Context: an optimization exercise on an open-source flow, tuned for small area, a short achievable clock period and few clock cycles. The choices shown serve that exercise and are no tape-out recipe.
At most, simulation tests tie the RTL to the original design; equivalence was not proved.
No driver is modelled on the clock port, so clocking that relies on it looks cheaper here than on a real chip.

== TR ==
==> module top_module2, before the edit <==
module top_module2 (input [3:0] start_adress, input [7:0] data_in, input clock, input Start, input reset,
  output logic [15:0] out_put_det3, output logic Done, output logic [3:0] adress);
  logic [10:1] ph;             
  logic add_q0, add_q2;        
  logic [3:0] base;            
  logic [7:0] dr;              
  logic [15:0] mr;             
  logic [3:0] b_one, b_two, b_neg;   
  logic [15:0] q1, q0;
  wire go = Done & Start;
  logic [3:0] off;
  always @(*) begin
    off = 4'd0;
    if (ph[1]) off = 4'd4;
    if (ph[2]) off = 4'd2;
    if (ph[3]) off = 4'd3;
    if (ph[4]) off = 4'd1;
    if (ph[5]) off = 4'd5;
    if (ph[7]) off = 4'd8;
    if (ph[8]) off = 4'd6;
    if (ph[9]) off = 4'd7;
  end
  assign adress = Done ? start_adress : base + off;
  always @(posedge clock or posedge reset) begin
    if (reset) begin
      Done   <= 1'b1;
      ph     <= '0;
      add_q0 <= 1'b0;
      add_q2 <= 1'b0;
    end else begin
      Done   <= Done ? ~Start : ph[10];
      ph     <= {ph[9:1], go};
      add_q0 <= ph[4] | ph[5] | ph[6];
      add_q2 <= ph[8] | ph[9];
    end
  end
  wire [15:0] add = ({16{add_q0}} & q0) | ({16{add_q2}} & out_put_det3);
  wire [15:0] r;
  mac16e mac (.m(mr), .one(b_one), .two(b_two), .neg(b_neg), .add(add), .r(r));
  wire sub_next = ph[2] | ph[4] | ph[6];
  wire [8:0] de = {data_in, 1'b0};
  logic [3:0] e_one, e_two, e_neg;
  always @(*) begin
    for (int j = 0; j < 4; j++) begin
      e_one[j] = de[2*j+1] ^ de[2*j];
      e_two[j] = (de[2*j+2] & ~de[2*j+1] & ~de[2*j]) | (~de[2*j+2] & de[2*j+1] & de[2*j]);
      e_neg[j] = de[2*j+2] ^ sub_next;
    end
  end
  always @(posedge clock) begin
    if (go) base <= start_adress;
    dr <= data_in;
    b_one <= e_one;
    b_two <= e_two;
    b_neg <= e_neg;
    mr <= (ph[7] | ph[8] | ph[9]) ? q1 : {{8{dr[7]}}, dr};
    if (!Done) out_put_det3 <= r;
    q1 <= out_put_det3;
    q0 <= q1;
  end
endmodule
==> flow/config.mk <==
export PLATFORM = sky130hd
export DESIGN_NAME = top_module2
export DESIGN_NICKNAME = top_module2
export VERILOG_FILES = /design/flow/design.v
export SDC_FILE = /design/flow/constraint.sdc
export NUM_CORES = 4
export LEC_CHECK = 0
export CAP_MARGIN = 20
export CORE_MARGIN = 2
export CORE_UTILIZATION = 40
export SETUP_SLACK_MARGIN = 3.7
export SLEW_MARGIN = 20
==> flow/constraint.sdc <==
create_clock -name core_clock -period 7.0 [get_ports {clock}]
set_input_delay 1.4000 -clock core_clock [delete_from_list [all_inputs] [get_ports {clock}]]
set_output_delay 1.4000 -clock core_clock [all_outputs]
set_load 0.01 [all_outputs]
run.sh (not shown) runs the stock make flow with config.mk's settings and CLKGATE_MAP_FILE= SYNTH_SCRIPT=/design/flow/synth_recipe.tcl, a recipe that flattens the netlist after the stock synthesis.
Relative to TR, the following input files were edited for PW:
==> flow/design.v, changed modules only <==
module top_module2 (input [3:0] start_adress, input [7:0] data_in, input clock, input Start, input reset,
  output logic [15:0] out_put_det3, output logic Done, output logic [3:0] adress);
  logic [10:1] ph;             
  logic add_acc;               
  logic [3:0] base;            
  logic [7:0] dr;              
  logic [15:0] mr;             
  logic [15:0] x2n, x3;
  logic [3:0] b_one, b_two, b_neg;   
  wire go = Done & Start;
  logic [3:0] off;
  always @(*) begin
    off = 4'd0;
    if (ph[1]) off = 4'd4;
    if (ph[2]) off = 4'd2;
    if (ph[3]) off = 4'd3;
    if (ph[4]) off = 4'd1;
    if (ph[5]) off = 4'd5;
    if (ph[7]) off = 4'd6;
    if (ph[8]) off = 4'd7;
    if (ph[9]) off = 4'd8;
  end
  assign adress = Done ? start_adress : base + off;
  always @(posedge clock or posedge reset) begin
    if (reset) begin
      Done    <= 1'b1;
      ph      <= '0;
      add_acc <= 1'b0;
    end else begin
      Done    <= Done ? ~Start : ph[10];
      ph      <= {ph[9:1], go};
      add_acc <= ph[5] | ph[8] | ph[9];
    end
  end
  wire [15:0] add = ({16{ph[5]}} & x3) | ({16{ph[7]}} & x2n)
                  | ({16{add_acc}} & out_put_det3);
  wire [15:0] r;
  mac16e mac (.m(mr), .one(b_one), .two(b_two), .neg(b_neg), .add(add), .r(r));
  wire sub_next = ph[2] | ph[4] | ph[6];
  wire [8:0] de = {data_in, 1'b0};
  logic [3:0] e_one, e_two, e_neg;
  always @(*) begin
    for (int j = 0; j < 4; j++) begin
      e_one[j] = de[2*j+1] ^ de[2*j];
      e_two[j] = (de[2*j+2] & ~de[2*j+1] & ~de[2*j]) | (~de[2*j+2] & de[2*j+1] & de[2*j]);
      e_neg[j] = de[2*j+2] ^ sub_next;
    end
  end
  always @(posedge clock) begin
    if (go) base <= start_adress;
    dr <= data_in;
    b_one <= e_one;
    b_two <= e_two;
    b_neg <= e_neg;
    mr <= ph[7] ? out_put_det3 : ph[8] ? x2n : ph[9] ? x3 : {{8{dr[7]}}, dr};
    if (ph[2] | ph[5]) x3 <= r;
    if (ph[4] | ph[7]) x2n <= r;
    if (ph[3] | ph[6] | ph[8] | ph[9] | ph[10]) out_put_det3 <= r;
  end
endmodule
==> run notes <==
Re setup slack: TR and PW aren't equal, and the lower value belongs to PW. Higher distinct cell type count after synthesis among TR and PW: PW. The detailed-route via count in PW sits 808 above the value recorded for TR. Relative to TR, the data-path buffer share of cell area in the final layout of PW is higher by 0.17 points. TR -> PW: utilization flat.
No functional check of the RTL was part of any run of this note.


the baseline:
Another version of the RTL of top_module2 (not shown whole).
Size in the first run: roughly 500 cells after synthesis, about 36 I/O pins.
==> module top_module2, before the edit <==
module top_module2 (input [3:0] start_adress, input [7:0] data_in, input clock, input Start, input reset,
  output logic [15:0] out_put_det3, output logic Done, output logic [3:0] adress);
  logic [10:1] ph;             
  logic add_q0, add_q2;        
  logic [3:0] addr;            
  logic [7:0] dr;              
  logic [15:0] mr;             
  logic [15:0] q1, q0;
  wire go = Done & Start;
  logic [3:0] step;
  always @(*) begin
    step = 4'd0;
    if (ph[1]) step = 4'd14;    
    if (ph[2]) step = 4'd1;
    if (ph[3]) step = 4'd14;    
    if (ph[4]) step = 4'd4;
    if (ph[5]) step = 4'd11;    
    if (ph[6]) step = 4'd8;
    if (ph[7]) step = 4'd14;    
    if (ph[8]) step = 4'd1;
  end
  assign adress = ({4{Done}} & start_adress) | addr;
  always @(posedge clock or posedge reset) begin
    if (reset) begin
      Done   <= 1'b1;
      ph     <= '0;
      add_q0 <= 1'b0;
      add_q2 <= 1'b1;
      addr   <= 4'd0;
    end else begin
      addr   <= go ? start_adress + 4'd4 : (~Done & ~ph[10]) ? addr + step : 4'd0;
      Done   <= Done ? ~Start : ph[10];
      ph     <= {ph[9:1], go};
      add_q0 <= ph[4] | ph[5] | ph[6];
      add_q2 <= ph[8] | ph[9] | ph[10] | (Done & ~Start);
    end
  end
  wire [15:0] add = ({16{add_q0}} & q0) | ({16{add_q2}} & out_put_det3);
  wire [15:0] r;
  mac16e mac (.m(mr), .one(b_one), .two(b_two), .neg(b_neg), .add(add), .r(r));
  wire sub = ph[3] | ph[5] | ph[7];
  wire op = ~Done & ~ph[1];
  wire [8:0] de = {dr, 1'b0};
  logic [3:0] b_one, b_two, b_neg;
  always @(*) begin
    for (int j = 0; j < 4; j++) begin
      b_one[j] = op & (de[2*j+1] ^ de[2*j]);
      b_two[j] = op & ((de[2*j+2] & ~de[2*j+1] & ~de[2*j]) | (~de[2*j+2] & de[2*j+1] & de[2*j]));
      b_neg[j] = op & (de[2*j+2] ^ sub);
    end
  end
  always @(posedge clock) begin
    dr <= data_in;
    mr <= (ph[7] | ph[8] | ph[9]) ? q1 : {{8{dr[7]}}, dr};
    out_put_det3 <= r;
    q1 <= out_put_det3;
    q0 <= q1;
  end
endmodule
clock: 7.0 ns
lec_check: 0
cap_margin: 20
core_margin: 2
core_utilization: 40
hold_slack_margin: 0.15
setup_slack_margin: 3.2
slew_margin: 20
standard.sh (not shown) runs the stock make flow with config.mk's settings and CLKGATE_MAP_FILE= SYNTH_SCRIPT=/design/flow/synth_recipe.tcl, a recipe that flattens the netlist after the stock synthesis.
==> flow/flow/run.sh <==
#!/bin/bash
# The standard layout, with two changes: plain buffers (buf_2) on the ports
# instead of the default port buffer cell (every port still gets its buffer),
# and, after clock tree synthesis, a later clock for the output register
# (flow/skew.tcl), which ends the multiply-accumulate paths between registers.
set -euo pipefail
export BUFFER_PORTS_ARGS="-buffer_cell sky130_fd_sc_hd__buf_2"
bash standard.sh cts > standard_cts.log 2>&1
R=orfs/results/sky130hd/top_module2/base
cp $R/4_cts.odb $R/4_cts_noskew.odb
ODB_IN=$R/4_cts_noskew.odb ODB_OUT=$R/4_cts.odb SKEW_DLY_CELL=sky130_fd_sc_hd__clkdlybuf4s50_1 \
  openroad -no_init -exit flow/skew.tcl > skew.log 2>&1
bash standard.sh > standard.log 2>&1
==> flow/flow/skew.tcl <==
# Delays the clock of the output register (out_put_det3) by a delay buffer and a
# clock buffer inserted after its leaf clock buffer. The output register is the
# end of the multiply-accumulate paths between registers; its own paths to the
# output port only lose by this.
read_db $::env(ODB_IN)
set db [ord::get_db]
set block [ord::get_db_block]
set flops {}
foreach inst [$block getInsts] {
  if {[string match {out_put_det3*} [$inst getName]]} { lappend flops $inst }
}
puts "skew: [llength $flops] output register flip-flops"
set src [[[lindex $flops 0] findITerm CLK] getNet]
set n1 [odb::dbNet_create $block skew_net1]
set n2 [odb::dbNet_create $block skew_net2]
$n1 setSigType CLOCK
$n2 setSigType CLOCK
set b1 [odb::dbInst_create $block [$db findMaster $::env(SKEW_DLY_CELL)] skew_dly]
set b2 [odb::dbInst_create $block [$db findMaster sky130_fd_sc_hd__clkbuf_16] skew_buf]
[$b1 findITerm A] connect $src
[$b1 findITerm X] connect $n1
[$b2 findITerm A] connect $n1
[$b2 findITerm X] connect $n2
set sx 0; set sy 0
foreach f $flops {
  set it [$f findITerm CLK]
  $it disconnect
  $it connect $n2
  set bb [$f getBBox]
  set sx [expr {$sx + [$bb xMin]}]; set sy [expr {$sy + [$bb yMin]}]
}
set cx [expr {int($sx / [llength $flops])}]; set cy [expr {int($sy / [llength $flops])}]
$b1 setLocation $cx $cy
$b1 setPlacementStatus PLACED
$b2 setLocation $cx $cy
$b2 setPlacementStatus PLACED
global_connect
detailed_placement
check_placement -verbose
write_db $::env(ODB_OUT)
The baseline ended with every stage complete and zero timing, DRC or antenna violations.
Inputs modified between the baseline and the candidate:
--- a/flow/design.v
+++ b/flow/design.v
@@ -324,6 +324,7 @@
   logic [3:0] addr;            
   logic [7:0] dr;              
   logic [15:0] mr;             
+  logic [3:0] b_one, b_two, b_neg;   
   logic [15:0] q1, q0;
   wire go = Done & Start;
   logic [3:0] step;
@@ -357,19 +358,22 @@
   wire [15:0] add = ({16{add_q0}} & q0) | ({16{add_q2}} & out_put_det3);
   wire [15:0] r;
   mac16e mac (.m(mr), .one(b_one), .two(b_two), .neg(b_neg), .add(add), .r(r));
-  wire sub = ph[3] | ph[5] | ph[7];
-  wire op = ~Done & ~ph[1];
-  wire [8:0] de = {dr, 1'b0};
-  logic [3:0] b_one, b_two, b_neg;
+  wire sub_next = ph[2] | ph[4] | ph[6];
+  wire op_next = ~Done & ~ph[10];    
+  wire [8:0] de = {data_in, 1'b0};
+  logic [3:0] e_one, e_two, e_neg;
   always @(*) begin
     for (int j = 0; j < 4; j++) begin
-      b_one[j] = op & (de[2*j+1] ^ de[2*j]);
-      b_two[j] = op & ((de[2*j+2] & ~de[2*j+1] & ~de[2*j]) | (~de[2*j+2] & de[2*j+1] & de[2*j]));
-      b_neg[j] = op & (de[2*j+2] ^ sub);
+      e_one[j] = op_next & (de[2*j+1] ^ de[2*j]);
+      e_two[j] = op_next & ((de[2*j+2] & ~de[2*j+1] & ~de[2*j]) | (~de[2*j+2] & de[2*j+1] & de[2*j]));
+      e_neg[j] = op_next & (de[2*j+2] ^ sub_next);
     end
   end
   always @(posedge clock) begin
     dr <= data_in;
+    b_one <= e_one;
+    b_two <= e_two;
+    b_neg <= e_neg;
     mr <= (ph[7] | ph[8] | ph[9]) ? q1 : {{8{dr[7]}}, dr};
     out_put_det3 <= r;
     q1 <= out_put_det3;
### Flow results
Re area after detailed placement: the candidate and the baseline aren't equal, and the lower value belongs to the baseline.
Taking the baseline as the reference, in the candidate amount of wire on met3 after detailed routing now sits lower, depth of the worst register-to-register path shows a reduction of 8, wire length roughly the same, number of buffers inserted by post-CTS setup repair moved down.
Compared with the baseline, the candidate shows final-stage net count that has gone down by a few percent.
Lower post-route cell area was reported by the candidate, not the baseline.
Between the candidate and the baseline, it is the candidate whose worst setup slack is higher, by 0.48 ns.
The register-to-register slack of the candidate was superior to that of the baseline.
Synthesized-area fraction occupied by ao, oa, aoi and oai cells: the candidate < the baseline
In the candidate relative to the baseline, inverter count had gone down by more than 10%.
Testbench counts of the candidate, summed over its fixed seeds: cycles 17,600.
The RTL of the baseline was laid out without a check of its function.


Another version of the RTL of top_module2 (not shown whole).
Size in the first run: roughly 520 cells after synthesis, ~96 flip-flops, roughly 36 I/O pins, about 5500 um2 of cells after synthesis.
==> module top_module2, before the edit <==
module top_module2 (input [3:0] start_adress, input [7:0] data_in, input clock, input Start, input reset,
  output logic [15:0] out_put_det3, output logic Done, output logic [3:0] adress);
  logic [4:0] jc;
  wire t1 = jc[0] & ~jc[1];
  wire t2 = jc[1] & ~jc[2];
  wire t3 = jc[2] & ~jc[3];
  wire t4 = jc[3] & ~jc[4];
  wire t5 = jc[4] & jc[0];
  wire t6 = jc[1] & ~jc[0];
  wire t7 = jc[2] & ~jc[1];
  wire t8 = jc[3] & ~jc[2];
  wire t9 = jc[4] & ~jc[3];
  wire t10 = ~Done & ~jc[4] & ~jc[0];
  logic add_q0, add_q2;        
  logic [3:0] addr;            
  logic [7:0] dr;              
  logic [15:0] mr;             
  logic [3:0] b_one, b_two, b_neg;   
  logic [15:0] q1, q0;
  wire go = Done & Start;
  logic [3:0] step;
  always @(*) begin
    step = 4'd0;
    if (t1) step = 4'd14;    
    if (t2) step = 4'd1;
    if (t3) step = 4'd14;    
    if (t4) step = 4'd4;
    if (t5) step = 4'd11;    
    if (t6) step = 4'd8;
    if (t7) step = 4'd14;    
    if (t8) step = 4'd1;
  end
  assign adress = Done ? start_adress : addr;
  always @(posedge clock or posedge reset) begin
    if (reset) begin
      Done   <= 1'b1;
      jc     <= '0;
      add_q0 <= 1'b0;
      add_q2 <= 1'b1;
    end else begin
      Done   <= Done ? ~Start : t10;
      jc     <= ((Done & ~Start) | t10) ? 5'd0 : {jc[3:0], ~jc[4]};
      add_q0 <= jc[1] & jc[3];                         
      add_q2 <= t8 | t9 | t10 | (Done & ~Start);
    end
  end
  wire [15:0] add = ({16{add_q0}} & q0) | ({16{add_q2}} & out_put_det3);
  wire [15:0] r;
  mac16e mac (.m(mr), .one(b_one), .two(b_two), .neg(b_neg), .add(add), .r(r));
  wire sub_next = t2 | t4 | t6;
  wire op_next = ~Done & (jc[0] | jc[4]);    
  wire [8:0] de = {data_in, 1'b0};
  logic [3:0] e_one, e_two, e_neg;
  always @(*) begin
    for (int j = 0; j < 4; j++) begin
      e_one[j] = op_next & (de[2*j+1] ^ de[2*j]);
      e_two[j] = op_next & ((de[2*j+2] & ~de[2*j+1] & ~de[2*j]) | (~de[2*j+2] & de[2*j+1] & de[2*j]));
      e_neg[j] = op_next & (de[2*j+2] ^ sub_next);
    end
  end
  always @(posedge clock) begin
    addr <= go ? start_adress + 4'd4 : addr + step;
    dr <= data_in;
    b_one <= e_one;
    b_two <= e_two;
    b_neg <= e_neg;
    mr <= (jc[4] & ~jc[1]) ? q1 : {{8{dr[7]}}, dr};    
    out_put_det3 <= r;
    q1 <= out_put_det3;
    q0 <= q1;
  end
endmodule
Settings: LEC_CHECK=0, CAP_MARGIN=20, CORE_MARGIN=2, CORE_UTILIZATION=40, SETUP_SLACK_MARGIN=3.2, SLEW_MARGIN=20; clock period 7.0 ns.
==> flow/flow/run.sh <==
#!/bin/bash
# The standard layout, with plain buffers (buf_2) on the ports instead of the
# default port buffer cell. Every port still gets its buffer.
set -euo pipefail
export BUFFER_PORTS_ARGS="-buffer_cell sky130_fd_sc_hd__buf_2"
bash standard.sh > standard.log 2>&1
Edit:
--- a/flow/design.v
+++ b/flow/design.v
@@ -317,75 +317,65 @@
   assign s152 = c120 ^ s121 ^ s94;
   assign r = {c151, c149, c147, c145, c143, c141, c139, c137, c135, c133, c131, c129, c127, c125, c123, s122} + {s152, s150, s148, s146, s144, s142, s140, s138, s136, s134, s132, s130, s128, s126, s124, add[0]};
 endmodule
 module top_module2 (input [3:0] start_adress, input [7:0] data_in, input clock, input Start, input reset,
   output logic [15:0] out_put_det3, output logic Done, output logic [3:0] adress);
-  logic [4:0] jc;
-  wire t1 = jc[0] & ~jc[1];
-  wire t2 = jc[1] & ~jc[2];
-  wire t3 = jc[2] & ~jc[3];
-  wire t4 = jc[3] & ~jc[4];
-  wire t5 = jc[4] & jc[0];
-  wire t6 = jc[1] & ~jc[0];
-  wire t7 = jc[2] & ~jc[1];
-  wire t8 = jc[3] & ~jc[2];
-  wire t9 = jc[4] & ~jc[3];
-  wire t10 = ~Done & ~jc[4] & ~jc[0];
+  logic [10:1] ph;             
   logic add_q0, add_q2;        
-  logic [3:0] addr;            
+  logic [3:0] base;            
   logic [7:0] dr;              
   logic [15:0] mr;             
   logic [3:0] b_one, b_two, b_neg;   
   logic [15:0] q1, q0;
   wire go = Done & Start;
-  logic [3:0] step;
+  logic [3:0] off;
   always @(*) begin
-    step = 4'd0;
-    if (t1) step = 4'd14;    
-    if (t2) step = 4'd1;
-    if (t3) step = 4'd14;    
-    if (t4) step = 4'd4;
-    if (t5) step = 4'd11;    
-    if (t6) step = 4'd8;
-    if (t7) step = 4'd14;    
-    if (t8) step = 4'd1;
+    off = 4'd0;
+    if (ph[1]) off = 4'd4;
+    if (ph[2]) off = 4'd2;
+    if (ph[3]) off = 4'd3;
+    if (ph[4]) off = 4'd1;
+    if (ph[5]) off = 4'd5;
+    if (ph[7]) off = 4'd8;
+    if (ph[8]) off = 4'd6;
+    if (ph[9]) off = 4'd7;
   end
-  assign adress = Done ? start_adress : addr;
+  assign adress = Done ? start_adress : base + off;
   always @(posedge clock or posedge reset) begin
     if (reset) begin
       Done   <= 1'b1;
-      jc     <= '0;
+      ph     <= '0;
       add_q0 <= 1'b0;
       add_q2 <= 1'b1;
     end else begin
-      Done   <= Done ? ~Start : t10;
-      jc     <= ((Done & ~Start) | t10) ? 5'd0 : {jc[3:0], ~jc[4]};
-      add_q0 <= jc[1] & jc[3];                         
-      add_q2 <= t8 | t9 | t10 | (Done & ~Start);
+      Done   <= Done ? ~Start : ph[10];
+      ph     <= {ph[9:1], go};
+      add_q0 <= ph[4] | ph[5] | ph[6];
+      add_q2 <= ph[8] | ph[9] | ph[10] | (Done & ~Start);
     end
   end
   wire [15:0] add = ({16{add_q0}} & q0) | ({16{add_q2}} & out_put_det3);
   wire [15:0] r;
   mac16e mac (.m(mr), .one(b_one), .two(b_two), .neg(b_neg), .add(add), .r(r));
-  wire sub_next = t2 | t4 | t6;
-  wire op_next = ~Done & (jc[0] | jc[4]);    
+  wire sub_next = ph[2] | ph[4] | ph[6];
+  wire op_next = ~Done & ~ph[10];    
   wire [8:0] de = {data_in, 1'b0};
   logic [3:0] e_one, e_two, e_neg;
   always @(*) begin
     for (int j = 0; j < 4; j++) begin
       e_one[j] = op_next & (de[2*j+1] ^ de[2*j]);
       e_two[j] = op_next & ((de[2*j+2] & ~de[2*j+1] & ~de[2*j]) | (~de[2*j+2] & de[2*j+1] & de[2*j]));
       e_neg[j] = op_next & (de[2*j+2] ^ sub_next);
     end
   end
   always @(posedge clock) begin
-    addr <= go ? start_adress + 4'd4 : addr + step;
+    if (go) base <= start_adress;
     dr <= data_in;
     b_one <= e_one;
     b_two <= e_two;
     b_neg <= e_neg;
-    mr <= (jc[4] & ~jc[1]) ? q1 : {{8{dr[7]}}, dr};    
+    mr <= (ph[7] | ph[8] | ph[9]) ? q1 : {{8{dr[7]}}, dr};
     out_put_det3 <= r;
     q1 <= out_put_det3;
     q0 <= q1;
   end
 endmodule
Result:
- routed wire length goes up by 0.40%
- clock skew hardly moves
- setup slack improved by 0.092 ns
- cell area goes down by 0.74%
- global-route usage shrinks by 0.27 points
- non-clock buffer count came out lower by 10
- core utilization goes down by 0.35 points
- synthesized cell count is lower by 2.1%
- synthesized area is lower by 0.68%
- register-to-register slack gets better by 0.09 ns
Testbench counts after the change, summed over its fixed seeds: cycles 17,600.
Function not checked in the first run of this note: the RTL went through the layout flow alone.

## what the ideal ports hide
The results above use ideal ports. As a check the final layouts listed here were re-extracted and re-timed, cells and wires unchanged.
Step 1: set_driving_cell puts a clkbuf_16 on clock and a buf_2 on each other input, an assumption about the parent block.
Step 2, shift: input delay + t, output delay - t, t = (earliest + latest rising clock arrival at the registers) / 2. This alone moves slack from input paths to output paths.
a / b / c = no drivers / after step 1 / after step 2; a / b = the first two.
| run | t (ns) | setup slack, ns | clock arrival spread, ns | worst register clock-pin slew, ns |
|---|---|---|---|---|
| TR | 0.389 | 3.166 / 3.166 / 3.166 | 0.010 / 0.011 | 0.07 / 0.07 |
| PW | 0.398 | 3.024 / 3.024 / 3.024 | 0.011 / 0.010 | 0.07 / 0.07 |
| the baseline | 0.744 | 3.276 / 3.276 / 3.276 | 0.730 / 0.729 | 0.09 / 0.09 |
| the candidate | 0.745 | 3.754 / 3.754 / 3.754 | 0.735 / 0.736 | 0.08 / 0.08 |
| the first run of note 3 | 0.392 | 3.215 / 3.215 / 3.215 | 0.012 / 0.012 | 0.07 / 0.07 |
| the second run of note 3 | 0.390 | 3.307 / 3.294 / 3.307 | 0.010 / 0.011 | 0.07 / 0.07 |
Clock arrivals are far apart in the baseline and the candidate, so t is only a midpoint there and step 2 fits no single register.
